Context: an optimization exercise on an open-source flow, tuned for small area and a short achievable clock period. The choices shown serve that exercise and are no tape-out recipe. Function was not checked in any run shown here: the RTL went through the layout flow alone. Power is estimated from default activity; no workload was simulated.

$ cat design/flow/flow/run.sh
#!/bin/bash
# Layout flow: the standard layout (standard.sh), with buf_2 cells as the
# port buffers instead of the default choice. Everything else is unchanged.
set -eo pipefail
export BUFFER_PORTS_ARGS="-buffer_cell sky130_fd_sc_hd__buf_2"
bash standard.sh > standard.log 2>&1
$ cat design/flow/standard.sh
#!/bin/bash
# synth_recipe.tcl (not shown) runs the flow's synth.tcl, then flattens the netlist and writes it again
# the make line also repeats each setting of config.mk as NAME=value (left out here)
make -C /OpenROAD-flow-scripts/flow DESIGN_CONFIG=/design/flow/config.mk WORK_HOME=/design/flow/orfs CLKGATE_MAP_FILE= SYNTH_SCRIPT=/design/flow/synth_recipe.tcl "${@:-finish}"
$ cat design/flow/config.mk
export PLATFORM = sky130hd
export DESIGN_NAME = mac
export DESIGN_NICKNAME = mac
export VERILOG_FILES = /design/flow/design.v
export SDC_FILE = /design/flow/constraint.sdc
export NUM_CORES = 4
export LEC_CHECK = 0
export CAP_MARGIN = 20
export CORE_MARGIN = 2
export CORE_UTILIZATION = 60
export CTS_CLUSTER_DIAMETER = 80
export CTS_CLUSTER_SIZE = 30
export SETUP_SLACK_MARGIN = 4.2
export SLEW_MARGIN = 20
export SYNTH_HIERARCHICAL = 1
$ cat design/flow/constraint.sdc
create_clock -name core_clock -period 6.5 [get_ports {clk}]
set_input_delay 1.3000 -clock core_clock [delete_from_list [all_inputs] [get_ports {clk}]]
set_output_delay 1.3000 -clock core_clock [all_outputs]
set_load 0.01 [all_outputs]
$ cat design/flow/design.v
`timescale 1ns/1ps
module mac (
    input clk,
    input rst,
    input [15:0] a,
    input [15:0] b,
    input [31:0] acc_in,
    output [31:0] acc_out
);
reg [15:0] ar;
reg [7:0] s1_r, s2_r, s3_r;
reg [17:0] a3r;
reg [87:0] t0;
reg [31:0] bs3;          
reg [6:0] bc3;           
reg [2:0] v;             
reg [31:0] t4;           
reg [6:0] g4;            
reg [31:0] s5;           
wire [17:0] a3x = {2'b00, a};
wire [17:0] a3y = {1'b0, a, 1'b0};
wire [17:0] a3g = a3x & a3y;
wire [17:0] a3t = a3x | a3y;
wire [17:0] a3p;
x2 ua3p0 (.a(a3x[0]), .b(a3y[0]), .y(a3p[0]));
x2 ua3p1 (.a(a3x[1]), .b(a3y[1]), .y(a3p[1]));
x2 ua3p2 (.a(a3x[2]), .b(a3y[2]), .y(a3p[2]));
x2 ua3p3 (.a(a3x[3]), .b(a3y[3]), .y(a3p[3]));
x2 ua3p4 (.a(a3x[4]), .b(a3y[4]), .y(a3p[4]));
x2 ua3p5 (.a(a3x[5]), .b(a3y[5]), .y(a3p[5]));
x2 ua3p6 (.a(a3x[6]), .b(a3y[6]), .y(a3p[6]));
x2 ua3p7 (.a(a3x[7]), .b(a3y[7]), .y(a3p[7]));
x2 ua3p8 (.a(a3x[8]), .b(a3y[8]), .y(a3p[8]));
x2 ua3p9 (.a(a3x[9]), .b(a3y[9]), .y(a3p[9]));
x2 ua3p10 (.a(a3x[10]), .b(a3y[10]), .y(a3p[10]));
x2 ua3p11 (.a(a3x[11]), .b(a3y[11]), .y(a3p[11]));
x2 ua3p12 (.a(a3x[12]), .b(a3y[12]), .y(a3p[12]));
x2 ua3p13 (.a(a3x[13]), .b(a3y[13]), .y(a3p[13]));
x2 ua3p14 (.a(a3x[14]), .b(a3y[14]), .y(a3p[14]));
x2 ua3p15 (.a(a3x[15]), .b(a3y[15]), .y(a3p[15]));
x2 ua3p16 (.a(a3x[16]), .b(a3y[16]), .y(a3p[16]));
x2 ua3p17 (.a(a3x[17]), .b(a3y[17]), .y(a3p[17]));
wire a3G1_1 = a3g[1] | (a3t[1] & a3g[0]);
wire a3P1_1 = a3t[1] & a3t[0];
wire a3G1_3 = a3g[3] | (a3t[3] & a3g[2]);
wire a3P1_3 = a3t[3] & a3t[2];
wire a3G1_5 = a3g[5] | (a3t[5] & a3g[4]);
wire a3P1_5 = a3t[5] & a3t[4];
wire a3G1_7 = a3g[7] | (a3t[7] & a3g[6]);
wire a3P1_7 = a3t[7] & a3t[6];
wire a3G1_9 = a3g[9] | (a3t[9] & a3g[8]);
wire a3P1_9 = a3t[9] & a3t[8];
wire a3G1_11 = a3g[11] | (a3t[11] & a3g[10]);
wire a3P1_11 = a3t[11] & a3t[10];
wire a3G1_13 = a3g[13] | (a3t[13] & a3g[12]);
wire a3P1_13 = a3t[13] & a3t[12];
wire a3G1_15 = a3g[15] | (a3t[15] & a3g[14]);
wire a3P1_15 = a3t[15] & a3t[14];
wire a3G1_17 = a3g[17] | (a3t[17] & a3g[16]);
wire a3P1_17 = a3t[17] & a3t[16];
wire a3G2_2 = a3g[2] | (a3t[2] & a3G1_1);
wire a3P2_2 = a3t[2] & a3P1_1;
wire a3G2_3 = a3G1_3 | (a3P1_3 & a3G1_1);
wire a3P2_3 = a3P1_3 & a3P1_1;
wire a3G2_6 = a3g[6] | (a3t[6] & a3G1_5);
wire a3P2_6 = a3t[6] & a3P1_5;
wire a3G2_7 = a3G1_7 | (a3P1_7 & a3G1_5);
wire a3P2_7 = a3P1_7 & a3P1_5;
wire a3G2_10 = a3g[10] | (a3t[10] & a3G1_9);
wire a3P2_10 = a3t[10] & a3P1_9;
wire a3G2_11 = a3G1_11 | (a3P1_11 & a3G1_9);
wire a3P2_11 = a3P1_11 & a3P1_9;
wire a3G2_14 = a3g[14] | (a3t[14] & a3G1_13);
wire a3P2_14 = a3t[14] & a3P1_13;
wire a3G2_15 = a3G1_15 | (a3P1_15 & a3G1_13);
wire a3P2_15 = a3P1_15 & a3P1_13;
wire a3G3_4 = a3g[4] | (a3t[4] & a3G2_3);
wire a3P3_4 = a3t[4] & a3P2_3;
wire a3G3_5 = a3G1_5 | (a3P1_5 & a3G2_3);
wire a3P3_5 = a3P1_5 & a3P2_3;
wire a3G3_6 = a3G2_6 | (a3P2_6 & a3G2_3);
wire a3P3_6 = a3P2_6 & a3P2_3;
wire a3G3_7 = a3G2_7 | (a3P2_7 & a3G2_3);
wire a3P3_7 = a3P2_7 & a3P2_3;
wire a3G3_12 = a3g[12] | (a3t[12] & a3G2_11);
wire a3P3_12 = a3t[12] & a3P2_11;
wire a3G3_13 = a3G1_13 | (a3P1_13 & a3G2_11);
wire a3P3_13 = a3P1_13 & a3P2_11;
wire a3G3_14 = a3G2_14 | (a3P2_14 & a3G2_11);
wire a3P3_14 = a3P2_14 & a3P2_11;
wire a3G3_15 = a3G2_15 | (a3P2_15 & a3G2_11);
wire a3P3_15 = a3P2_15 & a3P2_11;
wire a3G4_8 = a3g[8] | (a3t[8] & a3G3_7);
wire a3P4_8 = a3t[8] & a3P3_7;
wire a3G4_9 = a3G1_9 | (a3P1_9 & a3G3_7);
wire a3P4_9 = a3P1_9 & a3P3_7;
wire a3G4_10 = a3G2_10 | (a3P2_10 & a3G3_7);
wire a3P4_10 = a3P2_10 & a3P3_7;
wire a3G4_11 = a3G2_11 | (a3P2_11 & a3G3_7);
wire a3P4_11 = a3P2_11 & a3P3_7;
wire a3G4_12 = a3G3_12 | (a3P3_12 & a3G3_7);
wire a3P4_12 = a3P3_12 & a3P3_7;
wire a3G4_13 = a3G3_13 | (a3P3_13 & a3G3_7);
wire a3P4_13 = a3P3_13 & a3P3_7;
wire a3G4_14 = a3G3_14 | (a3P3_14 & a3G3_7);
wire a3P4_14 = a3P3_14 & a3P3_7;
wire a3G4_15 = a3G3_15 | (a3P3_15 & a3G3_7);
wire a3P4_15 = a3P3_15 & a3P3_7;
wire a3G5_16 = a3g[16] | (a3t[16] & a3G4_15);
wire a3P5_16 = a3t[16] & a3P4_15;
wire a3G5_17 = a3G1_17 | (a3P1_17 & a3G4_15);
wire a3P5_17 = a3P1_17 & a3P4_15;
wire [17:0] a3c = {a3G5_16, a3G4_15, a3G4_14, a3G4_13, a3G4_12, a3G4_11, a3G4_10, a3G4_9, a3G4_8, a3G3_7, a3G3_6, a3G3_5, a3G3_4, a3G2_3, a3G2_2, a3G1_1, a3g[0], 1'b0};
wire [17:0] a3_d;
x2 ua3s0 (.a(a3p[0]), .b(a3c[0]), .y(a3_d[0]));
x2 ua3s1 (.a(a3p[1]), .b(a3c[1]), .y(a3_d[1]));
x2 ua3s2 (.a(a3p[2]), .b(a3c[2]), .y(a3_d[2]));
x2 ua3s3 (.a(a3p[3]), .b(a3c[3]), .y(a3_d[3]));
x2 ua3s4 (.a(a3p[4]), .b(a3c[4]), .y(a3_d[4]));
x2 ua3s5 (.a(a3p[5]), .b(a3c[5]), .y(a3_d[5]));
x2 ua3s6 (.a(a3p[6]), .b(a3c[6]), .y(a3_d[6]));
x2 ua3s7 (.a(a3p[7]), .b(a3c[7]), .y(a3_d[7]));
x2 ua3s8 (.a(a3p[8]), .b(a3c[8]), .y(a3_d[8]));
x2 ua3s9 (.a(a3p[9]), .b(a3c[9]), .y(a3_d[9]));
x2 ua3s10 (.a(a3p[10]), .b(a3c[10]), .y(a3_d[10]));
x2 ua3s11 (.a(a3p[11]), .b(a3c[11]), .y(a3_d[11]));
x2 ua3s12 (.a(a3p[12]), .b(a3c[12]), .y(a3_d[12]));
x2 ua3s13 (.a(a3p[13]), .b(a3c[13]), .y(a3_d[13]));
x2 ua3s14 (.a(a3p[14]), .b(a3c[14]), .y(a3_d[14]));
x2 ua3s15 (.a(a3p[15]), .b(a3c[15]), .y(a3_d[15]));
x2 ua3s16 (.a(a3p[16]), .b(a3c[16]), .y(a3_d[16]));
x2 ua3s17 (.a(a3p[17]), .b(a3c[17]), .y(a3_d[17]));
wire s1_d0 = b[0] & ~b[1];
wire s2_d0 = ~b[0] & b[1];
wire s3_d0 = b[0] & b[1];
wire s10 = s1_r[0];
wire s20 = s2_r[0];
wire s30 = s3_r[0];
wire s1_d1 = b[2] & ~b[3];
wire s2_d1 = ~b[2] & b[3];
wire s3_d1 = b[2] & b[3];
wire s11 = s1_r[1];
wire s21 = s2_r[1];
wire s31 = s3_r[1];
wire s1_d2 = b[4] & ~b[5];
wire s2_d2 = ~b[4] & b[5];
wire s3_d2 = b[4] & b[5];
wire s12 = s1_r[2];
wire s22 = s2_r[2];
wire s32 = s3_r[2];
wire s1_d3 = b[6] & ~b[7];
wire s2_d3 = ~b[6] & b[7];
wire s3_d3 = b[6] & b[7];
wire s13 = s1_r[3];
wire s23 = s2_r[3];
wire s33 = s3_r[3];
wire s1_d4 = b[8] & ~b[9];
wire s2_d4 = ~b[8] & b[9];
wire s3_d4 = b[8] & b[9];
wire s14 = s1_r[4];
wire s24 = s2_r[4];
wire s34 = s3_r[4];
wire s1_d5 = b[10] & ~b[11];
wire s2_d5 = ~b[10] & b[11];
wire s3_d5 = b[10] & b[11];
wire s15 = s1_r[5];
wire s25 = s2_r[5];
wire s35 = s3_r[5];
wire s1_d6 = b[12] & ~b[13];
wire s2_d6 = ~b[12] & b[13];
wire s3_d6 = b[12] & b[13];
wire s16 = s1_r[6];
wire s26 = s2_r[6];
wire s36 = s3_r[6];
wire s1_d7 = b[14] & ~b[15];
wire s2_d7 = ~b[14] & b[15];
wire s3_d7 = b[14] & b[15];
wire s17 = s1_r[7];
wire s27 = s2_r[7];
wire s37 = s3_r[7];
wire pp0_0 = ~((s10 & ar[0]) | (s30 & a3r[0]));    
wire pp0_1 = ~((s10 & ar[1]) | (s20 & ar[0]) | (s30 & a3r[1]));    
wire pp0_2 = ~((s10 & ar[2]) | (s20 & ar[1]) | (s30 & a3r[2]));    
wire pp0_3 = ~((s10 & ar[3]) | (s20 & ar[2]) | (s30 & a3r[3]));    
wire pp0_4 = ~((s10 & ar[4]) | (s20 & ar[3]) | (s30 & a3r[4]));    
wire pp0_5 = ~((s10 & ar[5]) | (s20 & ar[4]) | (s30 & a3r[5]));    
wire pp0_6 = ~((s10 & ar[6]) | (s20 & ar[5]) | (s30 & a3r[6]));    
wire pp0_7 = ~((s10 & ar[7]) | (s20 & ar[6]) | (s30 & a3r[7]));    
wire pp0_8 = ~((s10 & ar[8]) | (s20 & ar[7]) | (s30 & a3r[8]));    
wire pp0_9 = ~((s10 & ar[9]) | (s20 & ar[8]) | (s30 & a3r[9]));    
wire pp0_10 = ~((s10 & ar[10]) | (s20 & ar[9]) | (s30 & a3r[10]));    
wire pp0_11 = ~((s10 & ar[11]) | (s20 & ar[10]) | (s30 & a3r[11]));    
wire pp0_12 = ~((s10 & ar[12]) | (s20 & ar[11]) | (s30 & a3r[12]));    
wire pp0_13 = ~((s10 & ar[13]) | (s20 & ar[12]) | (s30 & a3r[13]));    
wire pp0_14 = ~((s10 & ar[14]) | (s20 & ar[13]) | (s30 & a3r[14]));    
wire pp0_15 = ~((s10 & ar[15]) | (s20 & ar[14]) | (s30 & a3r[15]));    
wire pp0_16 = ~((s20 & ar[15]) | (s30 & a3r[16]));    
wire pp0_17 = ~((s30 & a3r[17]));    
wire pp1_0 = ~((s11 & ar[0]) | (s31 & a3r[0]));    
wire pp1_1 = ~((s11 & ar[1]) | (s21 & ar[0]) | (s31 & a3r[1]));    
wire pp1_2 = ~((s11 & ar[2]) | (s21 & ar[1]) | (s31 & a3r[2]));    
wire pp1_3 = ~((s11 & ar[3]) | (s21 & ar[2]) | (s31 & a3r[3]));    
wire pp1_4 = ~((s11 & ar[4]) | (s21 & ar[3]) | (s31 & a3r[4]));    
wire pp1_5 = ~((s11 & ar[5]) | (s21 & ar[4]) | (s31 & a3r[5]));    
wire pp1_6 = ~((s11 & ar[6]) | (s21 & ar[5]) | (s31 & a3r[6]));    
wire pp1_7 = ~((s11 & ar[7]) | (s21 & ar[6]) | (s31 & a3r[7]));    
wire pp1_8 = ~((s11 & ar[8]) | (s21 & ar[7]) | (s31 & a3r[8]));    
wire pp1_9 = ~((s11 & ar[9]) | (s21 & ar[8]) | (s31 & a3r[9]));    
wire pp1_10 = ~((s11 & ar[10]) | (s21 & ar[9]) | (s31 & a3r[10]));    
wire pp1_11 = ~((s11 & ar[11]) | (s21 & ar[10]) | (s31 & a3r[11]));    
wire pp1_12 = ~((s11 & ar[12]) | (s21 & ar[11]) | (s31 & a3r[12]));    
wire pp1_13 = ~((s11 & ar[13]) | (s21 & ar[12]) | (s31 & a3r[13]));    
wire pp1_14 = ~((s11 & ar[14]) | (s21 & ar[13]) | (s31 & a3r[14]));    
wire pp1_15 = ~((s11 & ar[15]) | (s21 & ar[14]) | (s31 & a3r[15]));    
wire pp1_16 = ~((s21 & ar[15]) | (s31 & a3r[16]));    
wire pp1_17 = ~((s31 & a3r[17]));    
wire pp2_0 = ~((s12 & ar[0]) | (s32 & a3r[0]));    
wire pp2_1 = ~((s12 & ar[1]) | (s22 & ar[0]) | (s32 & a3r[1]));    
wire pp2_2 = ~((s12 & ar[2]) | (s22 & ar[1]) | (s32 & a3r[2]));    
wire pp2_3 = ~((s12 & ar[3]) | (s22 & ar[2]) | (s32 & a3r[3]));    
wire pp2_4 = ~((s12 & ar[4]) | (s22 & ar[3]) | (s32 & a3r[4]));    
wire pp2_5 = ~((s12 & ar[5]) | (s22 & ar[4]) | (s32 & a3r[5]));    
wire pp2_6 = ~((s12 & ar[6]) | (s22 & ar[5]) | (s32 & a3r[6]));    
wire pp2_7 = ~((s12 & ar[7]) | (s22 & ar[6]) | (s32 & a3r[7]));    
wire pp2_8 = ~((s12 & ar[8]) | (s22 & ar[7]) | (s32 & a3r[8]));    
wire pp2_9 = ~((s12 & ar[9]) | (s22 & ar[8]) | (s32 & a3r[9]));    
wire pp2_10 = ~((s12 & ar[10]) | (s22 & ar[9]) | (s32 & a3r[10]));    
wire pp2_11 = ~((s12 & ar[11]) | (s22 & ar[10]) | (s32 & a3r[11]));    
wire pp2_12 = ~((s12 & ar[12]) | (s22 & ar[11]) | (s32 & a3r[12]));    
wire pp2_13 = ~((s12 & ar[13]) | (s22 & ar[12]) | (s32 & a3r[13]));    
wire pp2_14 = ~((s12 & ar[14]) | (s22 & ar[13]) | (s32 & a3r[14]));    
wire pp2_15 = ~((s12 & ar[15]) | (s22 & ar[14]) | (s32 & a3r[15]));    
wire pp2_16 = ~((s22 & ar[15]) | (s32 & a3r[16]));    
wire pp2_17 = ~((s32 & a3r[17]));    
wire pp3_0 = ~((s13 & ar[0]) | (s33 & a3r[0]));    
wire pp3_1 = ~((s13 & ar[1]) | (s23 & ar[0]) | (s33 & a3r[1]));    
wire pp3_2 = ~((s13 & ar[2]) | (s23 & ar[1]) | (s33 & a3r[2]));    
wire pp3_3 = ~((s13 & ar[3]) | (s23 & ar[2]) | (s33 & a3r[3]));    
wire pp3_4 = ~((s13 & ar[4]) | (s23 & ar[3]) | (s33 & a3r[4]));    
wire pp3_5 = ~((s13 & ar[5]) | (s23 & ar[4]) | (s33 & a3r[5]));    
wire pp3_6 = ~((s13 & ar[6]) | (s23 & ar[5]) | (s33 & a3r[6]));    
wire pp3_7 = ~((s13 & ar[7]) | (s23 & ar[6]) | (s33 & a3r[7]));    
wire pp3_8 = ~((s13 & ar[8]) | (s23 & ar[7]) | (s33 & a3r[8]));    
wire pp3_9 = ~((s13 & ar[9]) | (s23 & ar[8]) | (s33 & a3r[9]));    
wire pp3_10 = ~((s13 & ar[10]) | (s23 & ar[9]) | (s33 & a3r[10]));    
wire pp3_11 = ~((s13 & ar[11]) | (s23 & ar[10]) | (s33 & a3r[11]));    
wire pp3_12 = ~((s13 & ar[12]) | (s23 & ar[11]) | (s33 & a3r[12]));    
wire pp3_13 = ~((s13 & ar[13]) | (s23 & ar[12]) | (s33 & a3r[13]));    
wire pp3_14 = ~((s13 & ar[14]) | (s23 & ar[13]) | (s33 & a3r[14]));    
wire pp3_15 = ~((s13 & ar[15]) | (s23 & ar[14]) | (s33 & a3r[15]));    
wire pp3_16 = ~((s23 & ar[15]) | (s33 & a3r[16]));    
wire pp3_17 = ~((s33 & a3r[17]));    
wire pp4_0 = ~((s14 & ar[0]) | (s34 & a3r[0]));    
wire pp4_1 = ~((s14 & ar[1]) | (s24 & ar[0]) | (s34 & a3r[1]));    
wire pp4_2 = ~((s14 & ar[2]) | (s24 & ar[1]) | (s34 & a3r[2]));    
wire pp4_3 = ~((s14 & ar[3]) | (s24 & ar[2]) | (s34 & a3r[3]));    
wire pp4_4 = ~((s14 & ar[4]) | (s24 & ar[3]) | (s34 & a3r[4]));    
wire pp4_5 = ~((s14 & ar[5]) | (s24 & ar[4]) | (s34 & a3r[5]));    
wire pp4_6 = ~((s14 & ar[6]) | (s24 & ar[5]) | (s34 & a3r[6]));    
wire pp4_7 = ~((s14 & ar[7]) | (s24 & ar[6]) | (s34 & a3r[7]));    
wire pp4_8 = ~((s14 & ar[8]) | (s24 & ar[7]) | (s34 & a3r[8]));    
wire pp4_9 = ~((s14 & ar[9]) | (s24 & ar[8]) | (s34 & a3r[9]));    
wire pp4_10 = ~((s14 & ar[10]) | (s24 & ar[9]) | (s34 & a3r[10]));    
wire pp4_11 = ~((s14 & ar[11]) | (s24 & ar[10]) | (s34 & a3r[11]));    
wire pp4_12 = ~((s14 & ar[12]) | (s24 & ar[11]) | (s34 & a3r[12]));    
wire pp4_13 = ~((s14 & ar[13]) | (s24 & ar[12]) | (s34 & a3r[13]));    
wire pp4_14 = ~((s14 & ar[14]) | (s24 & ar[13]) | (s34 & a3r[14]));    
wire pp4_15 = ~((s14 & ar[15]) | (s24 & ar[14]) | (s34 & a3r[15]));    
wire pp4_16 = ~((s24 & ar[15]) | (s34 & a3r[16]));    
wire pp4_17 = ~((s34 & a3r[17]));    
wire pp5_0 = ~((s15 & ar[0]) | (s35 & a3r[0]));    
wire pp5_1 = ~((s15 & ar[1]) | (s25 & ar[0]) | (s35 & a3r[1]));    
wire pp5_2 = ~((s15 & ar[2]) | (s25 & ar[1]) | (s35 & a3r[2]));    
wire pp5_3 = ~((s15 & ar[3]) | (s25 & ar[2]) | (s35 & a3r[3]));    
wire pp5_4 = ~((s15 & ar[4]) | (s25 & ar[3]) | (s35 & a3r[4]));    
wire pp5_5 = ~((s15 & ar[5]) | (s25 & ar[4]) | (s35 & a3r[5]));    
wire pp5_6 = ~((s15 & ar[6]) | (s25 & ar[5]) | (s35 & a3r[6]));    
wire pp5_7 = ~((s15 & ar[7]) | (s25 & ar[6]) | (s35 & a3r[7]));    
wire pp5_8 = ~((s15 & ar[8]) | (s25 & ar[7]) | (s35 & a3r[8]));    
wire pp5_9 = ~((s15 & ar[9]) | (s25 & ar[8]) | (s35 & a3r[9]));    
wire pp5_10 = ~((s15 & ar[10]) | (s25 & ar[9]) | (s35 & a3r[10]));    
wire pp5_11 = ~((s15 & ar[11]) | (s25 & ar[10]) | (s35 & a3r[11]));    
wire pp5_12 = ~((s15 & ar[12]) | (s25 & ar[11]) | (s35 & a3r[12]));    
wire pp5_13 = ~((s15 & ar[13]) | (s25 & ar[12]) | (s35 & a3r[13]));    
wire pp5_14 = ~((s15 & ar[14]) | (s25 & ar[13]) | (s35 & a3r[14]));    
wire pp5_15 = ~((s15 & ar[15]) | (s25 & ar[14]) | (s35 & a3r[15]));    
wire pp5_16 = ~((s25 & ar[15]) | (s35 & a3r[16]));    
wire pp5_17 = ~((s35 & a3r[17]));    
wire pp6_0 = ~((s16 & ar[0]) | (s36 & a3r[0]));    
wire pp6_1 = ~((s16 & ar[1]) | (s26 & ar[0]) | (s36 & a3r[1]));    
wire pp6_2 = ~((s16 & ar[2]) | (s26 & ar[1]) | (s36 & a3r[2]));    
wire pp6_3 = ~((s16 & ar[3]) | (s26 & ar[2]) | (s36 & a3r[3]));    
wire pp6_4 = ~((s16 & ar[4]) | (s26 & ar[3]) | (s36 & a3r[4]));    
wire pp6_5 = ~((s16 & ar[5]) | (s26 & ar[4]) | (s36 & a3r[5]));    
wire pp6_6 = ~((s16 & ar[6]) | (s26 & ar[5]) | (s36 & a3r[6]));    
wire pp6_7 = ~((s16 & ar[7]) | (s26 & ar[6]) | (s36 & a3r[7]));    
wire pp6_8 = ~((s16 & ar[8]) | (s26 & ar[7]) | (s36 & a3r[8]));    
wire pp6_9 = ~((s16 & ar[9]) | (s26 & ar[8]) | (s36 & a3r[9]));    
wire pp6_10 = ~((s16 & ar[10]) | (s26 & ar[9]) | (s36 & a3r[10]));    
wire pp6_11 = ~((s16 & ar[11]) | (s26 & ar[10]) | (s36 & a3r[11]));    
wire pp6_12 = ~((s16 & ar[12]) | (s26 & ar[11]) | (s36 & a3r[12]));    
wire pp6_13 = ~((s16 & ar[13]) | (s26 & ar[12]) | (s36 & a3r[13]));    
wire pp6_14 = ~((s16 & ar[14]) | (s26 & ar[13]) | (s36 & a3r[14]));    
wire pp6_15 = ~((s16 & ar[15]) | (s26 & ar[14]) | (s36 & a3r[15]));    
wire pp6_16 = ~((s26 & ar[15]) | (s36 & a3r[16]));    
wire pp6_17 = ~((s36 & a3r[17]));    
wire pp7_0 = ~((s17 & ar[0]) | (s37 & a3r[0]));    
wire pp7_1 = ~((s17 & ar[1]) | (s27 & ar[0]) | (s37 & a3r[1]));    
wire pp7_2 = ~((s17 & ar[2]) | (s27 & ar[1]) | (s37 & a3r[2]));    
wire pp7_3 = ~((s17 & ar[3]) | (s27 & ar[2]) | (s37 & a3r[3]));    
wire pp7_4 = ~((s17 & ar[4]) | (s27 & ar[3]) | (s37 & a3r[4]));    
wire pp7_5 = ~((s17 & ar[5]) | (s27 & ar[4]) | (s37 & a3r[5]));    
wire pp7_6 = ~((s17 & ar[6]) | (s27 & ar[5]) | (s37 & a3r[6]));    
wire pp7_7 = ~((s17 & ar[7]) | (s27 & ar[6]) | (s37 & a3r[7]));    
wire pp7_8 = ~((s17 & ar[8]) | (s27 & ar[7]) | (s37 & a3r[8]));    
wire pp7_9 = ~((s17 & ar[9]) | (s27 & ar[8]) | (s37 & a3r[9]));    
wire pp7_10 = ~((s17 & ar[10]) | (s27 & ar[9]) | (s37 & a3r[10]));    
wire pp7_11 = ~((s17 & ar[11]) | (s27 & ar[10]) | (s37 & a3r[11]));    
wire pp7_12 = ~((s17 & ar[12]) | (s27 & ar[11]) | (s37 & a3r[12]));    
wire pp7_13 = ~((s17 & ar[13]) | (s27 & ar[12]) | (s37 & a3r[13]));    
wire pp7_14 = ~((s17 & ar[14]) | (s27 & ar[13]) | (s37 & a3r[14]));    
wire pp7_15 = ~((s17 & ar[15]) | (s27 & ar[14]) | (s37 & a3r[15]));    
wire pp7_16 = ~((s27 & ar[15]) | (s37 & a3r[16]));    
wire pp7_17 = ~((s37 & a3r[17]));    
wire s_1, c_2;
fa us_1 (.a(pp0_12), .b(pp1_10), .c(pp2_8), .s(s_1), .co(c_2));
wire s_3, c_4;
fa us_3 (.a(pp0_13), .b(pp1_11), .c(pp2_9), .s(s_3), .co(c_4));
wire s_5, c_6;
fa us_5 (.a(pp0_14), .b(pp1_12), .c(pp2_10), .s(s_5), .co(c_6));
wire s_7, c_8;
fa us_7 (.a(pp3_8), .b(pp4_6), .c(pp5_4), .s(s_7), .co(c_8));
wire s_9, c_10;
fa us_9 (.a(pp0_15), .b(pp1_13), .c(pp2_11), .s(s_9), .co(c_10));
wire s_11, c_12;
fa us_11 (.a(pp3_9), .b(pp4_7), .c(pp5_5), .s(s_11), .co(c_12));
wire s_13, c_14;
fa us_13 (.a(pp0_16), .b(pp1_14), .c(pp2_12), .s(s_13), .co(c_14));
wire s_15, c_16;
fa us_15 (.a(pp3_10), .b(pp4_8), .c(pp5_6), .s(s_15), .co(c_16));
wire s_17, c_18;
fa us_17 (.a(pp0_17), .b(pp1_15), .c(pp2_13), .s(s_17), .co(c_18));
wire s_19, c_20;
fa us_19 (.a(pp3_11), .b(pp4_9), .c(pp5_7), .s(s_19), .co(c_20));
wire s_21, c_22;
fa us_21 (.a(pp1_16), .b(pp2_14), .c(pp3_12), .s(s_21), .co(c_22));
wire s_23, c_24;
fa us_23 (.a(pp4_10), .b(pp5_8), .c(pp6_6), .s(s_23), .co(c_24));
wire s_25, c_26;
fa us_25 (.a(pp1_17), .b(pp2_15), .c(pp3_13), .s(s_25), .co(c_26));
wire s_27, c_28;
fa us_27 (.a(pp4_11), .b(pp5_9), .c(pp6_7), .s(s_27), .co(c_28));
wire s_29, c_30;
fa us_29 (.a(pp2_16), .b(pp3_14), .c(pp4_12), .s(s_29), .co(c_30));
wire s_31, c_32;
fa us_31 (.a(pp2_17), .b(pp3_15), .c(pp4_13), .s(s_31), .co(c_32));
wire s_33, c_34;
fa us_33 (.a(pp0_8), .b(pp1_6), .c(pp2_4), .s(s_33), .co(c_34));
wire s_35, c_36;
fa us_35 (.a(pp0_9), .b(pp1_7), .c(pp2_5), .s(s_35), .co(c_36));
wire s_37, c_38;
fa us_37 (.a(pp0_10), .b(pp1_8), .c(pp2_6), .s(s_37), .co(c_38));
wire s_39, c_40;
fa us_39 (.a(pp3_4), .b(pp4_2), .c(pp5_0), .s(s_39), .co(c_40));
wire s_41, c_42;
fa us_41 (.a(pp0_11), .b(pp1_9), .c(pp2_7), .s(s_41), .co(c_42));
wire s_43, c_44;
fa us_43 (.a(pp3_5), .b(pp4_3), .c(pp5_1), .s(s_43), .co(c_44));
wire s_45, c_46;
fa us_45 (.a(pp3_6), .b(pp4_4), .c(pp5_2), .s(s_45), .co(c_46));
wire s_47, c_48;
han us_47 (.an(pp6_0), .bn(s_1), .sn(s_47), .con(c_48));
wire s_49, c_50;
fa us_49 (.a(pp3_7), .b(pp4_5), .c(pp5_3), .s(s_49), .co(c_50));
wire s_51, c_52;
fa us_51 (.a(pp6_1), .b(c_2), .c(s_3), .s(s_51), .co(c_52));
wire s_53, c_54;
fa us_53 (.a(pp6_2), .b(pp7_0), .c(c_4), .s(s_53), .co(c_54));
wire s_55, c_56;
han us_55 (.an(s_5), .bn(s_7), .sn(s_55), .con(c_56));
wire s_57, c_58;
fa us_57 (.a(pp6_3), .b(pp7_1), .c(c_6), .s(s_57), .co(c_58));
wire s_59, c_60;
fa us_59 (.a(c_8), .b(s_9), .c(s_11), .s(s_59), .co(c_60));
wire s_61, c_62;
fa us_61 (.a(pp6_4), .b(pp7_2), .c(c_10), .s(s_61), .co(c_62));
wire s_63, c_64;
fa us_63 (.a(c_12), .b(s_13), .c(s_15), .s(s_63), .co(c_64));
wire s_65, c_66;
fa us_65 (.a(pp6_5), .b(pp7_3), .c(c_14), .s(s_65), .co(c_66));
wire s_67, c_68;
fa us_67 (.a(c_16), .b(s_17), .c(s_19), .s(s_67), .co(c_68));
wire s_69, c_70;
fa us_69 (.a(pp7_4), .b(c_18), .c(c_20), .s(s_69), .co(c_70));
wire s_71, c_72;
han us_71 (.an(s_21), .bn(s_23), .sn(s_71), .con(c_72));
wire s_73, c_74;
fa us_73 (.a(pp7_5), .b(c_22), .c(c_24), .s(s_73), .co(c_74));
wire s_75, c_76;
han us_75 (.an(s_25), .bn(s_27), .sn(s_75), .con(c_76));
wire s_77, c_78;
fa us_77 (.a(pp5_10), .b(pp6_8), .c(pp7_6), .s(s_77), .co(c_78));
wire s_79, c_80;
fa us_79 (.a(c_26), .b(c_28), .c(s_29), .s(s_79), .co(c_80));
wire s_81, c_82;
fa us_81 (.a(pp5_11), .b(pp6_9), .c(pp7_7), .s(s_81), .co(c_82));
wire s_83, c_84;
han us_83 (.an(c_30), .bn(s_31), .sn(s_83), .con(c_84));
wire s_85, c_86;
fa us_85 (.a(pp3_16), .b(pp4_14), .c(pp5_12), .s(s_85), .co(c_86));
wire s_87, c_88;
fa us_87 (.a(pp6_10), .b(pp7_8), .c(c_32), .s(s_87), .co(c_88));
wire s_89, c_90;
fa us_89 (.a(pp3_17), .b(pp4_15), .c(pp5_13), .s(s_89), .co(c_90));
wire s_91, c_92;
han us_91 (.an(pp6_11), .bn(pp7_9), .sn(s_91), .con(c_92));
wire s_93, c_94;
fa us_93 (.a(pp4_16), .b(pp5_14), .c(pp6_12), .s(s_93), .co(c_94));
wire s_95, c_96;
fa us_95 (.a(pp4_17), .b(pp5_15), .c(pp6_13), .s(s_95), .co(c_96));
wire s_97, c_98;
fa us_97 (.a(pp0_4), .b(pp1_2), .c(pp2_0), .s(s_97), .co(c_98));
wire s_99, c_100;
fa us_99 (.a(pp0_7), .b(pp1_5), .c(pp2_3), .s(s_99), .co(c_100));
wire s_101, c_102;
fa us_101 (.a(pp3_3), .b(pp4_1), .c(c_34), .s(s_101), .co(c_102));
wire s_103, c_104;
fa us_103 (.a(pp7_10), .b(c_92), .c(c_90), .s(s_103), .co(c_104));
wire s_105, c_106;
fa us_105 (.a(pp5_16), .b(pp6_14), .c(pp7_12), .s(s_105), .co(c_106));
wire s_107, c_108;
fa us_107 (.a(pp5_17), .b(pp6_15), .c(pp7_13), .s(s_107), .co(c_108));
wire s_109, c_110;
fa us_109 (.a(pp6_16), .b(pp7_14), .c(c_108), .s(s_109), .co(c_110));
wire s_111, c_112;
fa us_111 (.a(pp0_6), .b(pp1_4), .c(pp2_2), .s(s_111), .co(c_112));
wire s_113, c_114;
fa us_113 (.a(pp3_2), .b(pp4_0), .c(c_100), .s(s_113), .co(c_114));
wire s_115, c_116;
fa us_115 (.a(s_91), .b(c_86), .c(s_89), .s(s_115), .co(c_116));
wire s_117, c_118;
fa us_117 (.a(pp7_11), .b(c_94), .c(s_95), .s(s_117), .co(c_118));
wire s_119, c_120;
fa us_119 (.a(pp0_5), .b(pp1_3), .c(pp2_1), .s(s_119), .co(c_120));
wire s_121, c_122;
fa us_121 (.a(pp3_0), .b(c_120), .c(s_111), .s(s_121), .co(c_122));
wire s_123, c_124;
fa us_123 (.a(pp3_1), .b(c_112), .c(s_99), .s(s_123), .co(c_124));
wire s_125, c_126;
fa us_125 (.a(t0[18]), .b(t0[19]), .c(t0[20]), .s(s_125), .co(c_126));
wire s_127, c_128;
fa us_127 (.a(t0[22]), .b(t0[23]), .c(t0[24]), .s(s_127), .co(c_128));
wire s_129, c_130;
fa us_129 (.a(t0[26]), .b(t0[27]), .c(t0[28]), .s(s_129), .co(c_130));
wire s_131, c_132;
fa us_131 (.a(t0[30]), .b(t0[31]), .c(t0[32]), .s(s_131), .co(c_132));
wire s_133, c_134;
fa us_133 (.a(t0[34]), .b(t0[35]), .c(t0[36]), .s(s_133), .co(c_134));
wire s_135, c_136;
fa us_135 (.a(t0[38]), .b(t0[39]), .c(t0[40]), .s(s_135), .co(c_136));
wire s_137, c_138;
fa us_137 (.a(t0[42]), .b(t0[43]), .c(t0[44]), .s(s_137), .co(c_138));
wire s_139, c_140;
fa us_139 (.a(t0[46]), .b(t0[47]), .c(t0[48]), .s(s_139), .co(c_140));
wire s_141, c_142;
fa us_141 (.a(t0[50]), .b(t0[51]), .c(t0[52]), .s(s_141), .co(c_142));
wire s_143, c_144;
fa us_143 (.a(t0[54]), .b(t0[55]), .c(t0[56]), .s(s_143), .co(c_144));
wire s_145, c_146;
fa us_145 (.a(t0[58]), .b(t0[59]), .c(t0[60]), .s(s_145), .co(c_146));
wire s_147, c_148;
fa us_147 (.a(t0[62]), .b(t0[63]), .c(t0[64]), .s(s_147), .co(c_148));
wire s_149, c_150;
fa us_149 (.a(t0[66]), .b(t0[67]), .c(t0[68]), .s(s_149), .co(c_150));
wire s_151, c_152;
fa us_151 (.a(t0[12]), .b(t0[13]), .c(t0[14]), .s(s_151), .co(c_152));
wire s_153, c_154;
fa us_153 (.a(t0[15]), .b(t0[16]), .c(t0[17]), .s(s_153), .co(c_154));
wire s_155, c_156;
han us_155 (.an(t0[21]), .bn(s_125), .sn(s_155), .con(c_156));
wire s_157, c_158;
fa us_157 (.a(t0[25]), .b(c_126), .c(s_127), .s(s_157), .co(c_158));
wire s_159, c_160;
fa us_159 (.a(t0[29]), .b(c_128), .c(s_129), .s(s_159), .co(c_160));
wire s_161, c_162;
fa us_161 (.a(t0[33]), .b(c_130), .c(s_131), .s(s_161), .co(c_162));
wire s_163, c_164;
fa us_163 (.a(t0[37]), .b(c_132), .c(s_133), .s(s_163), .co(c_164));
wire s_165, c_166;
fa us_165 (.a(t0[41]), .b(c_134), .c(s_135), .s(s_165), .co(c_166));
wire s_167, c_168;
fa us_167 (.a(t0[45]), .b(c_136), .c(s_137), .s(s_167), .co(c_168));
wire s_169, c_170;
fa us_169 (.a(t0[49]), .b(c_138), .c(s_139), .s(s_169), .co(c_170));
wire s_171, c_172;
fa us_171 (.a(t0[53]), .b(c_140), .c(s_141), .s(s_171), .co(c_172));
wire s_173, c_174;
fa us_173 (.a(t0[57]), .b(c_142), .c(s_143), .s(s_173), .co(c_174));
wire s_175, c_176;
fa us_175 (.a(t0[61]), .b(c_144), .c(s_145), .s(s_175), .co(c_176));
wire s_177, c_178;
fa us_177 (.a(t0[65]), .b(c_146), .c(s_147), .s(s_177), .co(c_178));
wire s_179, c_180;
fa us_179 (.a(t0[69]), .b(c_148), .c(s_149), .s(s_179), .co(c_180));
wire s_181, c_182;
fa us_181 (.a(t0[70]), .b(t0[71]), .c(c_150), .s(s_181), .co(c_182));
wire s_183, c_184;
fa us_183 (.a(t0[72]), .b(t0[73]), .c(t0[74]), .s(s_183), .co(c_184));
wire s_185, c_186;
han us_185 (.an(t0[75]), .bn(t0[76]), .sn(s_185), .con(c_186));
wire s_187, c_188;
fa us_187 (.a(t0[77]), .b(t0[78]), .c(t0[79]), .s(s_187), .co(c_188));
wire s_189, c_190;
han us_189 (.an(t0[80]), .bn(t0[81]), .sn(s_189), .con(c_190));
wire s_191, c_192;
fa us_191 (.a(t0[83]), .b(t0[84]), .c(t0[85]), .s(s_191), .co(c_192));
wire [31:0] row0n = {t0[87], c_192, s_191, c_190, c_188, c_186, c_184, c_182, c_180, c_178, c_176, c_174, c_172, c_170, c_168, c_166, c_164, c_162, c_160, c_158, c_156, c_154, c_152, s_151, t0[10], t0[9], t0[7], t0[6], t0[4], t0[2], t0[1], t0[0]};
wire [31:0] row1n = {1'b1, t0[86], 1'b1, t0[82], s_189, s_187, s_185, s_183, s_181, s_179, s_177, s_175, s_173, s_171, s_169, s_167, s_165, s_163, s_161, s_159, s_157, s_155, s_153, 1'b1, t0[11], 1'b1, t0[8], 1'b1, t0[5], t0[3], 1'b1, 1'b1};
wire [4:0] cs_0 = {1'b0, row0n[3:0]} + {1'b0, row1n[3:0]} + 5'd1;
wire [4:0] cs_1 = {1'b0, row0n[7:4]} + {1'b0, row1n[7:4]} + 5'd1;
wire [4:0] cs_2 = {1'b0, row0n[11:8]} + {1'b0, row1n[11:8]} + 5'd1;
wire [4:0] cs_3 = {1'b0, row0n[15:12]} + {1'b0, row1n[15:12]} + 5'd1;
wire [4:0] cs_4 = {1'b0, row0n[19:16]} + {1'b0, row1n[19:16]} + 5'd1;
wire [4:0] cs_5 = {1'b0, row0n[23:20]} + {1'b0, row1n[23:20]} + 5'd1;
wire [4:0] cs_6 = {1'b0, row0n[27:24]} + {1'b0, row1n[27:24]} + 5'd1;
wire [4:0] cs_7 = {1'b0, row0n[31:28]} + {1'b0, row1n[31:28]} + 5'd1;
wire [31:0] bs_d = {cs_7[3:0], cs_6[3:0], cs_5[3:0], cs_4[3:0], cs_3[3:0], cs_2[3:0], cs_1[3:0], cs_0[3:0]};
wire [6:0] bc_d = {cs_6[4], cs_5[4], cs_4[4], cs_3[4], cs_2[4], cs_1[4], cs_0[4]};
wire [31:0] xg = ~bs3 & {32{v[2]}};
wire [6:0] cg = ~bc3 & {7{v[2]}};
wire [4:0] bs_0 = {1'b0, xg[3:0]} + {1'b0, acc_in[3:0]};
wire [4:0] bs_1 = {1'b0, xg[7:4]} + {1'b0, acc_in[7:4]} + {4'd0, cg[0]};
wire [4:0] bs_2 = {1'b0, xg[11:8]} + {1'b0, acc_in[11:8]} + {4'd0, cg[1]};
wire [4:0] bs_3 = {1'b0, xg[15:12]} + {1'b0, acc_in[15:12]} + {4'd0, cg[2]};
wire [4:0] bs_4 = {1'b0, xg[19:16]} + {1'b0, acc_in[19:16]} + {4'd0, cg[3]};
wire [4:0] bs_5 = {1'b0, xg[23:20]} + {1'b0, acc_in[23:20]} + {4'd0, cg[4]};
wire [4:0] bs_6 = {1'b0, xg[27:24]} + {1'b0, acc_in[27:24]} + {4'd0, cg[5]};
wire [4:0] bs_7 = {1'b0, xg[31:28]} + {1'b0, acc_in[31:28]} + {4'd0, cg[6]};
wire [31:0] gsp = {1'b0, 1'b0, 1'b0, g4[6], 1'b0, 1'b0, 1'b0, g4[5], 1'b0, 1'b0, 1'b0, g4[4], 1'b0, 1'b0, 1'b0, g4[3], 1'b0, 1'b0, 1'b0, g4[2], 1'b0, 1'b0, 1'b0, g4[1], 1'b0, 1'b0, 1'b0, g4[0], 1'b0, 1'b0, 1'b0, 1'b0};
wire [31:0] sum = t4 + gsp;
always @(posedge clk) begin
    ar <= a;
    a3r <= a3_d;
    s1_r <= {s1_d7, s1_d6, s1_d5, s1_d4, s1_d3, s1_d2, s1_d1, s1_d0};
    s2_r <= {s2_d7, s2_d6, s2_d5, s2_d4, s2_d3, s2_d2, s2_d1, s2_d0};
    s3_r <= {s3_d7, s3_d6, s3_d5, s3_d4, s3_d3, s3_d2, s3_d1, s3_d0};
    t0 <= {pp7_17, pp7_16, c_110, pp7_15, pp6_17, s_109, s_107, c_106, c_118, s_105, c_96, s_117, c_104, c_116, s_103, s_93, s_115, c_88, s_87, s_85, c_84, c_82, s_83, s_81, c_80, c_78, s_79, s_77, c_76, c_74, s_75, s_73, c_72, c_70, s_71, s_69, c_68, c_66, s_67, s_65, c_64, c_62, s_63, s_61, c_60, c_58, s_59, s_57, c_56, c_54, s_55, s_53, c_52, c_50, s_51, s_49, c_48, c_46, s_47, s_45, c_44, c_42, s_43, s_41, c_40, c_38, c_102, s_39, s_37, c_36, c_114, s_101, s_35, c_124, s_113, s_33, s_123, c_122, s_121, s_119, c_98, s_97, pp1_1, pp0_3, pp1_0, pp0_2, pp0_1, pp0_0};
    bs3 <= bs_d;
    bc3 <= bc_d;
end
always @(posedge clk or posedge rst) begin
  if (rst) v <= 3'd0;
  else v <= {v[1:0], 1'b1};
end
always @(posedge clk or posedge rst) begin
  if (rst) begin
    t4 <= 32'd0; g4 <= 7'd0; s5 <= 32'd0;
  end else begin
    t4 <= {bs_7[3:0], bs_6[3:0], bs_5[3:0], bs_4[3:0], bs_3[3:0], bs_2[3:0], bs_1[3:0], bs_0[3:0]};
    g4 <= {bs_6[4], bs_5[4], bs_4[4], bs_3[4], bs_2[4], bs_1[4], bs_0[4]};
    s5 <= sum;
  end
end
assign acc_out = s5;
endmodule
module fa (input a, input b, input c, output s, output co);
  assign s = a ^ b ^ c;
  assign co = (a & b) | (a & c) | (b & c);
endmodule
module ha (input a, input b, output s, output co);
  assign s = a ^ b;
  assign co = a & b;
endmodule
module x2 (input a, input b, output y);
  assign y = a ^ b;
endmodule
module han (input an, input bn, output sn, output con);
  assign sn = ~(an ^ bn);
  assign con = an | bn;
endmodule
==> metrics.log, run 1 <==
INFO  metric timing.critical_path.cells = fa_1 -> fa_1 -> inv_1 -> ha_1 -> inv_1 -> fa_2 -> a21o_1 -> a21o_1
INFO  metric synth_edf_count = 0
INFO  metric multi_input_area = 0.00697 sq mm
INFO  metric routabilityCongestion = 0.873
INFO  metric clock_tree_from_tritoncts = done
INFO  metric post_synth_instance_area = 0.0131 sq mm
INFO  metric antenna_found_initial = 0
INFO  metric insertedDiodeCount = 0
INFO  metric final-max-slew-violation-count = 0
INFO  metric die_h = 152 um
INFO  metric cellLeakagePower = 0.00624 uW
INFO  metric drt_iter0_markers = 1723
INFO  metric worst_setup_ep_type = flop
INFO  metric finalWirelength = 26.6 mm
INFO  metric detailed_route_vias_per_instance = 6.02
INFO  metric final_core_util = 66.9%
INFO  metric layout.filler_cells = 1706
INFO  metric synth_async_sr_flop_share = 28.6%
INFO  metric max-vdd-ir-drop = 0.000238 V
INFO  metric cts_root_buffer = sky130_fd_sc_hd__clkbuf_16
INFO  metric postCtsHoldBufs = 0
INFO  metric setup-tns-final = 0 ns
INFO  metric layout-drive-gt1-share = 15.4%
INFO  metric std_cell_rows = 54
INFO  metric layout.cells.most_common = sky130_fd_sc_hd__dfxtp_1
INFO  metric initial_utilization = 60.5%
INFO  metric final-hold-violation-count = 0
INFO  metric period_needed = 2.36 ns
INFO  metric die_extent_in_x = 152 um
INFO  metric crit_required = 6.88 ns
INFO  metric antenna_violating_nets_post_route = 0
INFO  metric cts-buffers-inserted = 13
INFO  metric ys_ff_latch = 259
INFO  metric worstSkewPairLatency = 0.49 ns
INFO  metric synth.avg_cell_area = 11.5 sq um
INFO  metric dp.final_hpwl = 18.8 mm
INFO  metric grt_overflow_total = 0
INFO  metric cts.sink_count = 259
INFO  metric finClkSkew = 0.0188 ns
INFO  metric most-common-layout-cells = 179 x sky130_fd_sc_hd__dfxtp_1, 120 x sky130_fd_sc_hd__a222oi_1, 117 x sky130_fd_sc_hd__inv_1
INFO  metric drv_cap = 0
INFO  metric total_power = 6040 uW
INFO  metric timing.max_slew.rel_slack = 41.5%
INFO  metric synthesis.instances = 1137
INFO  metric setup-violations-final = 0
INFO  metric globalRoute.busiestLayer = met2
INFO  metric numPortBuffers = 97
INFO  metric worst_path_max_delay_cell = sky130_fd_sc_hd__fa_1
INFO  metric critPathBufInv = 2
INFO  metric ys_dominant_reg_cell = sky130_fd_sc_hd__dfxtp_1
INFO  metric flow.area_growth_from_synthesis = 10.5%
INFO  metric yosys-top-cells-area = sky130_fd_sc_hd__dfxtp_1 28%, sky130_fd_sc_hd__fa_1 17%, sky130_fd_sc_hd__dfrtp_1 14%, sky130_fd_sc_hd__a222oi_1 9.2%, sky130_fd_sc_hd__ha_1 6.4%
INFO  metric die_area = 0.0230 sq mm
INFO  metric routed_wire_length_per_instance = 18.1 um
INFO  metric fmax = 423 MHz
INFO  metric final_cells = 1472
INFO  metric post-route-drc-count = 0
INFO  metric post_route_fraction_of_the_period_consumed_by_the_critical_path = 36.4%
INFO  metric grt.met3_usage = 5.90%
INFO  metric detailroute.via_count = 8857
INFO  metric netlist.area_leader.share = 28.3%
INFO  metric num-nets-final = 1427
INFO  metric grt_pass1_wl = 42.5 mm
INFO  metric netlist-cell-type-count = 52
INFO  metric timing.critical_path.fanout_max = 2
INFO  metric grt_start_max_net_pins = 75
INFO  metric drtPass1Iterations = 17
INFO  metric crit_family = adder cells
INFO  metric cts-htree-levels = 1
INFO  metric placed_cells = 1448
INFO  metric timing.critical_path.arrival = 2.74 ns
INFO  metric synth_sequential_area_ratio = 42.5%
INFO  metric path_class = reg2reg
INFO  metric synth_warnings = 7
INFO  metric critical-path-max-stage-delay = 0.57 ns
INFO  metric outcome = complete, no violations
INFO  metric hold_path_class = reg2reg
INFO  metric cellPowerDensity = 418 mW/mm^2
INFO  metric clk_transition_reported_paths = 0.10 ns
INFO  metric global_routing_met2_resource_utilization = 37.0%
INFO  metric sequential_cell_area = 0.00556 sq mm
INFO  metric groute.layer.met1.usage = 30.7%
INFO  metric post-synth-top-area-cell = sky130_fd_sc_hd__dfxtp_1
INFO  metric cts-root-to-sink-buffers = 3
INFO  metric tightest_slew = 0.877 ns
INFO  metric gr-usage-all-layers = 23.1%
INFO  metric crit_path_start_kind = flop
INFO  metric io_pins = 98
INFO  metric first_global_vias = 8687
INFO  metric core = 0.0216 sq mm
INFO  metric rsz0062_at_grt = yes
layer usage:
layer,routed length (um),part of all wire (%)
met2,11900,45
met1,11300,42
met5,0,0
met3,2620,9.8
met4,769,2.9
Yosys stat by module (local to each module, per instance):
module,flip-flops and latches,cells,copies in the design
x2,0,1,36
han,0,5,9
mac,259,969,1
fa,0,1,87
repair_timing:
item,CTS,global route
pin swaps,1,9
hold endpoints to repair,0,0
gates cloned,0,0
setup buffers,0,3
gates resized for setup,4,31
setup endpoints to repair,29,44
registers in the layout (all words and copies together) (netlist names):
name / cells
t4: 32
s5: 32
s1_r: 8
s3_r: 8
g4: 7
ar: 16
bc3: 7
v: 3
t0: 88
s2_r: 8
a3r: 18
bs3: 32
metrics by stage:
step                cell area [sq um]  setup slack [ns]  hold slack, ns
global placement                13800              3.73           0.311
detailed placement              13800              3.66           0.314
floorplan                       13300              4.02           0.310
global route                    14500              4.06           0.351
finish                          14500              4.14           0.338
CTS                             14300              4.13           0.338
report_power, final:
| group | internal [uW] | switching [uW] |
|---|---|---|
| sequential | 2150 | 371 |
| combinational | 1250 | 1230 |
| clock | 544 | 498 |
area by class of cell:
cell class / count / share of cell area, %
Clock buffer: 16 / 2.61
Clock inverter: 5 / 0.788
Inverter: 124 / 3.51
Multi-Input combinational cell: 687 / 48.2
Sequential cell: 259 / 38.5
Tap cell: 280 / 2.42
Timing Repair Buffer: 101 / 3.94
cells by family (layout without fill, tap and decap cells):
family / count (synthesis) / after routing / synth area share (%)
compound gates: 243 / 243 / 15.5
xor+xnor: 87 / 87 / 5.82
fa+ha+maj: 177 / 177 / 23.1
buf+inv: 196 / 246 / 5.62
flops: 259 / 259 / 42.5
other cells: 2 / 7 / 0.0574
simple gates: 173 / 173 / 7.45
Yosys cell counts (22+ instances only):
library cell,n
sky130_fd_sc_hd__a21oi_1,30
sky130_fd_sc_hd__ha_1,67
sky130_fd_sc_hd__inv_1,124
sky130_fd_sc_hd__a21o_1,23
sky130_fd_sc_hd__xnor2_1,36
sky130_fd_sc_hd__nand2_1,32
sky130_fd_sc_hd__o21ai_0,22
sky130_fd_sc_hd__fa_1,108
sky130_fd_sc_hd__dfxtp_1,185
sky130_fd_sc_hd__clkbuf_1,54
sky130_fd_sc_hd__nor2b_1,46
sky130_fd_sc_hd__dfrtp_1,74
sky130_fd_sc_hd__nand2b_1,29
sky130_fd_sc_hd__xor2_1,51
sky130_fd_sc_hd__a222oi_1,120
final timing paths:
check                           startpoint      to  slack (ns)  depth (start not counted)
worst max-delay path                t0[58]  bc3[5]        4.14                          8
worst min-delay path                 t0[0]  bs3[0]        0.34                          0
worst max register to register      t0[58]  bc3[5]        4.14                          8
worst min register to register       t0[0]  bs3[0]        0.34                          0
max in group asynchronous              rst    v[2]        4.78                          3
min in group asynchronous              rst  t4[13]        1.11                          3
==> run 2, diff against run 1 <==
--- a/design/flow/config.mk
+++ b/design/flow/config.mk
@@ -6,8 +6,10 @@
 export NUM_CORES = 4
 export LEC_CHECK = 0
 export CAP_MARGIN = 20
+export CELL_PAD_IN_SITES_DETAIL_PLACEMENT = 1
+export CELL_PAD_IN_SITES_GLOBAL_PLACEMENT = 1
 export CORE_MARGIN = 2
-export CORE_UTILIZATION = 60
+export CORE_UTILIZATION = 50
 export CTS_CLUSTER_DIAMETER = 80
 export CTS_CLUSTER_SIZE = 30
 export SETUP_SLACK_MARGIN = 4.2
==> run 2 against run 1 <==
Against the previous run: non-clock buffer count grew 1; clock power is essentially flat; first-iteration DRC count shrank 27%; clock skew grew 0.0069 ns; critical path depth is the same; critical path type unchanged; highest routed layer unchanged.
==> metrics.log, run 2 <==
INFO  metric drv_cap = 0 (unchanged)
INFO  metric tightest_slew = 0.897 ns (was 0.877 ns)
INFO  metric crit_path_start_kind = flop (unchanged)
INFO  metric timing.critical_path.fanout_max = 2 (unchanged)
INFO  metric cts-buffers-inserted = 15 (was 13)
INFO  metric most-common-layout-cells = 176 x sky130_fd_sc_hd__dfxtp_1, 120 x sky130_fd_sc_hd__a222oi_1, 117 x sky130_fd_sc_hd__inv_1 (was 179 x sky130_fd_sc_hd__dfxtp_1, 120 x sky130_fd_sc_hd__a222oi_1, 117 x sky130_fd_sc_hd__inv_1)
INFO  metric post-synth-top-area-cell = sky130_fd_sc_hd__dfxtp_1 (unchanged)
INFO  metric synthesis.instances = 1137 (unchanged)
INFO  metric grt_start_max_net_pins = 75 (unchanged)
INFO  metric antenna_found_initial = 0 (unchanged)
INFO  metric routabilityCongestion = 0.895 (was 0.873)
INFO  metric timing.max_slew.rel_slack = 40.2% (was 41.5%)
INFO  metric setup-tns-final = 0 ns (unchanged)
INFO  metric grt_overflow_total = 0 (unchanged)
INFO  metric detailroute.via_count = 9071 (was 8857)
INFO  metric drt_iter0_markers = 1252 (was 1723)
INFO  metric synth_edf_count = 0 (unchanged)
INFO  metric worstSkewPairLatency = 0.51 ns (was 0.49 ns)
INFO  metric finalWirelength = 30.7 mm (was 26.6 mm)
INFO  metric clock_tree_from_tritoncts = done (unchanged)
INFO  metric first_global_vias = 9616 (was 8687)
INFO  metric post_route_fraction_of_the_period_consumed_by_the_critical_path = 36.2% (was 36.4%)
INFO  metric max-vdd-ir-drop = 0.000284 V (was 0.000238 V)
INFO  metric antenna_violating_nets_post_route = 0 (unchanged)
INFO  metric cellPowerDensity = 424 mW/mm^2 (was 418 mW/mm^2)
INFO  metric netlist-cell-type-count = 52 (unchanged)
INFO  metric hold_path_class = reg2reg (unchanged)
INFO  metric clock_power_share = 17.4% (was 17.3%)
INFO  metric grt_pass1_wl = 50.1 mm (was 42.5 mm)
INFO  metric die_extent_in_x = 166 um (was 152 um)
INFO  metric worst_r2r_path_depth = 8 (unchanged)
INFO  metric power_switching_share = 36.7% (was 34.8%)
INFO  metric insertedDiodeCount = 0 (unchanged)
INFO  metric drtPass1Iterations = 12 (was 17)
INFO  metric post_synth_instance_area = 0.0131 sq mm (unchanged)
INFO  metric clk_transition_reported_paths = 0.11 ns (was 0.10 ns)
INFO  metric core = 0.0258 sq mm (was 0.0216 sq mm)
INFO  metric die_h = 166 um (was 152 um)
INFO  metric largest-register = t0 (unchanged)
INFO  metric timing.reg2reg.setup_slack = 4.15 ns (was 4.14 ns)
INFO  metric ys_ff_latch = 259 (unchanged)
INFO  metric rsz0062_at_grt = yes (unchanged)
INFO  metric netlist_top_cells_count = 185 x sky130_fd_sc_hd__dfxtp_1, 124 x sky130_fd_sc_hd__inv_1, 120 x sky130_fd_sc_hd__a222oi_1, 108 x sky130_fd_sc_hd__fa_1, 74 x sky130_fd_sc_hd__dfrtp_1 (unchanged)
INFO  metric layout.cells.most_common = sky130_fd_sc_hd__dfxtp_1 (unchanged)
INFO  metric numPortBuffers = 97 (unchanged)
INFO  metric gr-usage-all-layers = 22.2% (was 23.1%)
INFO  metric worst_path_max_delay_cell = sky130_fd_sc_hd__fa_1 (unchanged)
INFO  metric cts-htree-levels = 1 (unchanged)
INFO  metric synth_sequential_area_ratio = 42.5% (unchanged)
INFO  metric post-route-drc-count = 0 (unchanged)
INFO  metric crit_required = 6.89 ns (was 6.88 ns)
INFO  metric cts-root-to-sink-buffers = 3 (unchanged)
INFO  metric final-max-slew-violation-count = 0 (unchanged)
INFO  metric flip_flop_count_of_the_largest_register_after_layout = 88 (unchanged)
INFO  metric comb_power_share = 41.5% (was 41.0%)
INFO  metric p_seq_share = 41.1% (was 41.7%)
INFO  metric synth.avg_cell_area = 11.5 sq um (unchanged)
INFO  metric flow.area_growth_from_synthesis = 11.2% (was 10.5%)
INFO  metric cellLeakagePower = 0.00624 uW (about the same)
INFO  metric yosys-top-cells-area = sky130_fd_sc_hd__dfxtp_1 28%, sky130_fd_sc_hd__fa_1 17%, sky130_fd_sc_hd__dfrtp_1 14%, sky130_fd_sc_hd__a222oi_1 9.2%, sky130_fd_sc_hd__ha_1 6.4% (unchanged)
INFO  metric io_pins = 98 (unchanged)
INFO  metric netlist.area_leader.share = 28.3% (unchanged)
INFO  metric timing.critical_path.arrival = 2.74 ns (about the same)
INFO  metric timing.critical_path.cells = fa_1 -> fa_1 -> inv_1 -> ha_1 -> inv_1 -> fa_2 -> a21o_1 -> a21o_1 (unchanged)
INFO  metric worst_setup_ep_type = flop (unchanged)
INFO  metric dp.final_hpwl = 22.5 mm (was 18.8 mm)
INFO  metric synth_async_sr_flop_share = 28.6% (unchanged)
INFO  metric cts.sink_count = 259 (unchanged)
INFO  metric multi_input_area = 0.00697 sq mm (about the same)
INFO  metric worstHoldPathCells = 0 (unchanged)
INFO  metric ys_dominant_reg_cell = sky130_fd_sc_hd__dfxtp_1 (unchanged)
INFO  metric fmax = 425 MHz (was 423 MHz)
INFO  metric critical-path-max-stage-delay = 0.56 ns (was 0.57 ns)
INFO  metric internal_power = 3900 uW (was 3940 uW)
INFO  metric sequential_cell_area = 0.00557 sq mm (was 0.00556 sq mm)
INFO  metric period_needed = 2.35 ns (was 2.36 ns)
INFO  metric library_cell_with_the_highest_instance_count_after_synthesis = sky130_fd_sc_hd__dfxtp_1 (unchanged)
INFO  metric p_switching = 2270 uW (was 2100 uW)
INFO  metric layout.filler_cells = 2710 (was 1706)
INFO  metric detailed_route_vias_per_instance = 5.92 (was 6.02)
INFO  metric layout-drive-gt1-share = 16.0% (was 15.4%)
INFO  metric setup-violations-final = 0 (unchanged)
INFO  metric synth_warnings = 7 (unchanged)
INFO  metric cts_root_buffer = sky130_fd_sc_hd__clkbuf_16 (unchanged)
INFO  metric final-hold-violation-count = 0 (unchanged)
INFO  metric num-nets-final = 1430 (was 1427)
INFO  metric path_class = reg2reg (unchanged)
INFO  metric hold_slack = 0.337 ns (was 0.338 ns)
INFO  metric std_cell_rows = 59 (was 54)
INFO  metric routed_wire_length_per_instance = 20.0 um (was 18.1 um)
INFO  metric postCtsHoldBufs = 0 (unchanged)
INFO  metric die_area = 0.0275 sq mm (was 0.0230 sq mm)
INFO  metric initial_utilization = 50.6% (was 60.5%)
INFO  metric outcome = complete, no violations (unchanged)
INFO  metric finClkSkew = 0.0257 ns (was 0.0188 ns)
==> run 2: per-stage QoR <==
step                utilization (%)  cell area, sq um  instances  total power, uW  setup WS [ns]
detailed placement             53.8             13900       1503             5100           3.65
finish                         56.3             14500       1532             6170           4.15
global placement               53.8             13900       1503             4920           3.70
global route                   56.3             14500       1532             6730           4.07
CTS                            55.9             14400       1529             6210           4.14
floorplan                         -             13300       1142             4300           4.02
==> run 2: area by class of cell <==
class	count	area share (%)
tap	335	2.88
clock inverter	7	0.800
sequential	259	38.3
multi-input combinational	687	47.9
clock buffer	18	2.80
timing repair buffer	102	3.81
inverter	124	3.48
==> run 2: path summary, 6_finish.rpt <==
kind                        start     end
max                        t0[58]  bc3[5]
min                         t0[6]  bs3[4]
max reg2reg                t0[58]  bc3[5]
min reg2reg                 t0[6]  bs3[4]
max in group asynchronous     rst    v[2]
min in group asynchronous     rst   s5[4]
==> run 2: repair_timing <==
item,in CTS,in global routing
gates resized for setup,7,31
pin swaps,1,8
endpoints found under the setup margin,58,57
buffers inserted,1,3
==> run 2: per-module statistics from Yosys, one instance, submodules excluded <==
| module | cell area (sq um) | flip-flops and latches | cells | times used |
|---|---|---|---|---|
| fa | 20.0 | 0 | 1 | 87 |
| han | 27.5 | 0 | 5 | 9 |
| mac | 10800 | 259 | 969 | 1 |
| x2 | 8.76 | 0 | 1 | 36 |
==> run 2: kinds of logic (layout without fill, tap and decap cells) <==
group	after synthesis	in the layout	synth area share, %
AO/OA/AOI/OAI	243	243	15.5
AND/OR/NAND/NOR	173	173	7.45
other	2	7	0.0574
XOR/XNOR	87	87	5.82
adder cells (fa/ha/maj)	177	177	23.1
flip-flops	259	259	42.5
buffers and inverters	196	251	5.62
==> run 2: worst max-delay path, delay by kind of cell, from the launching register on <==
kind                       cells  cell delay [ns]
AOI/OAI and AO/OA              2             0.33
DFF                            1             0.34
buffers and inverters          2             0.12
adders and majority gates      4             1.45
==> run 2: power groups by stage <==
stage	clock network, uW	registers, uW	logic [uW]
finish	1070	2540	2560
global placement	0	2540	2380
CTS	1110	2530	2570
global route	1170	2590	2960
detailed placement	0	2570	2530
floorplan	0	2430	1870
==> run 2: routing by layer <==
| metal | wire (um) | part of all wire, % | global-route usage (%) |
|---|---|---|---|
| met2 | 14300 | 47 | 37.2 |
| met5 | 0 | 0 | 0 |
| met4 | 830 | 2.7 | 7.26 |
| met1 | 12900 | 42 | 29.1 |
| met3 | 2600 | 8.5 | 4.34 |

## port drivers added, routing unchanged
Ports are ideal in the flow. The routed layouts listed here were re-timed in OpenROAD.
Step 1 sets driving cells, clkbuf_16 on the clock port and buf_2 on the other inputs (assumed; they add their load-dependent delay and slew).
Step 2 adds t to the input delays and takes it off the output delays; t is the mean of the earliest and latest rising clock arrival at the registers after step 1. Input paths then give back, and output paths get back, about the clock's delay inside the block.
Three values: ideal, step 1, step 2; two values: the first two.
run | t, ns | setup WS [ns] | worst setup path after step 2 | worst slew at a driven data input, ns
run 1 | 0.526 | 4.136 / 4.136 / 3.695 | input to register | 0.04
run 2 | 0.542 | 4.146 / 4.143 / 3.707 | input to register | 0.04
After both steps every run listed still meets setup and hold. The setup slack of run 1, which loses most, moves by 0.000 ns with the drivers and by -0.441 ns with both steps.
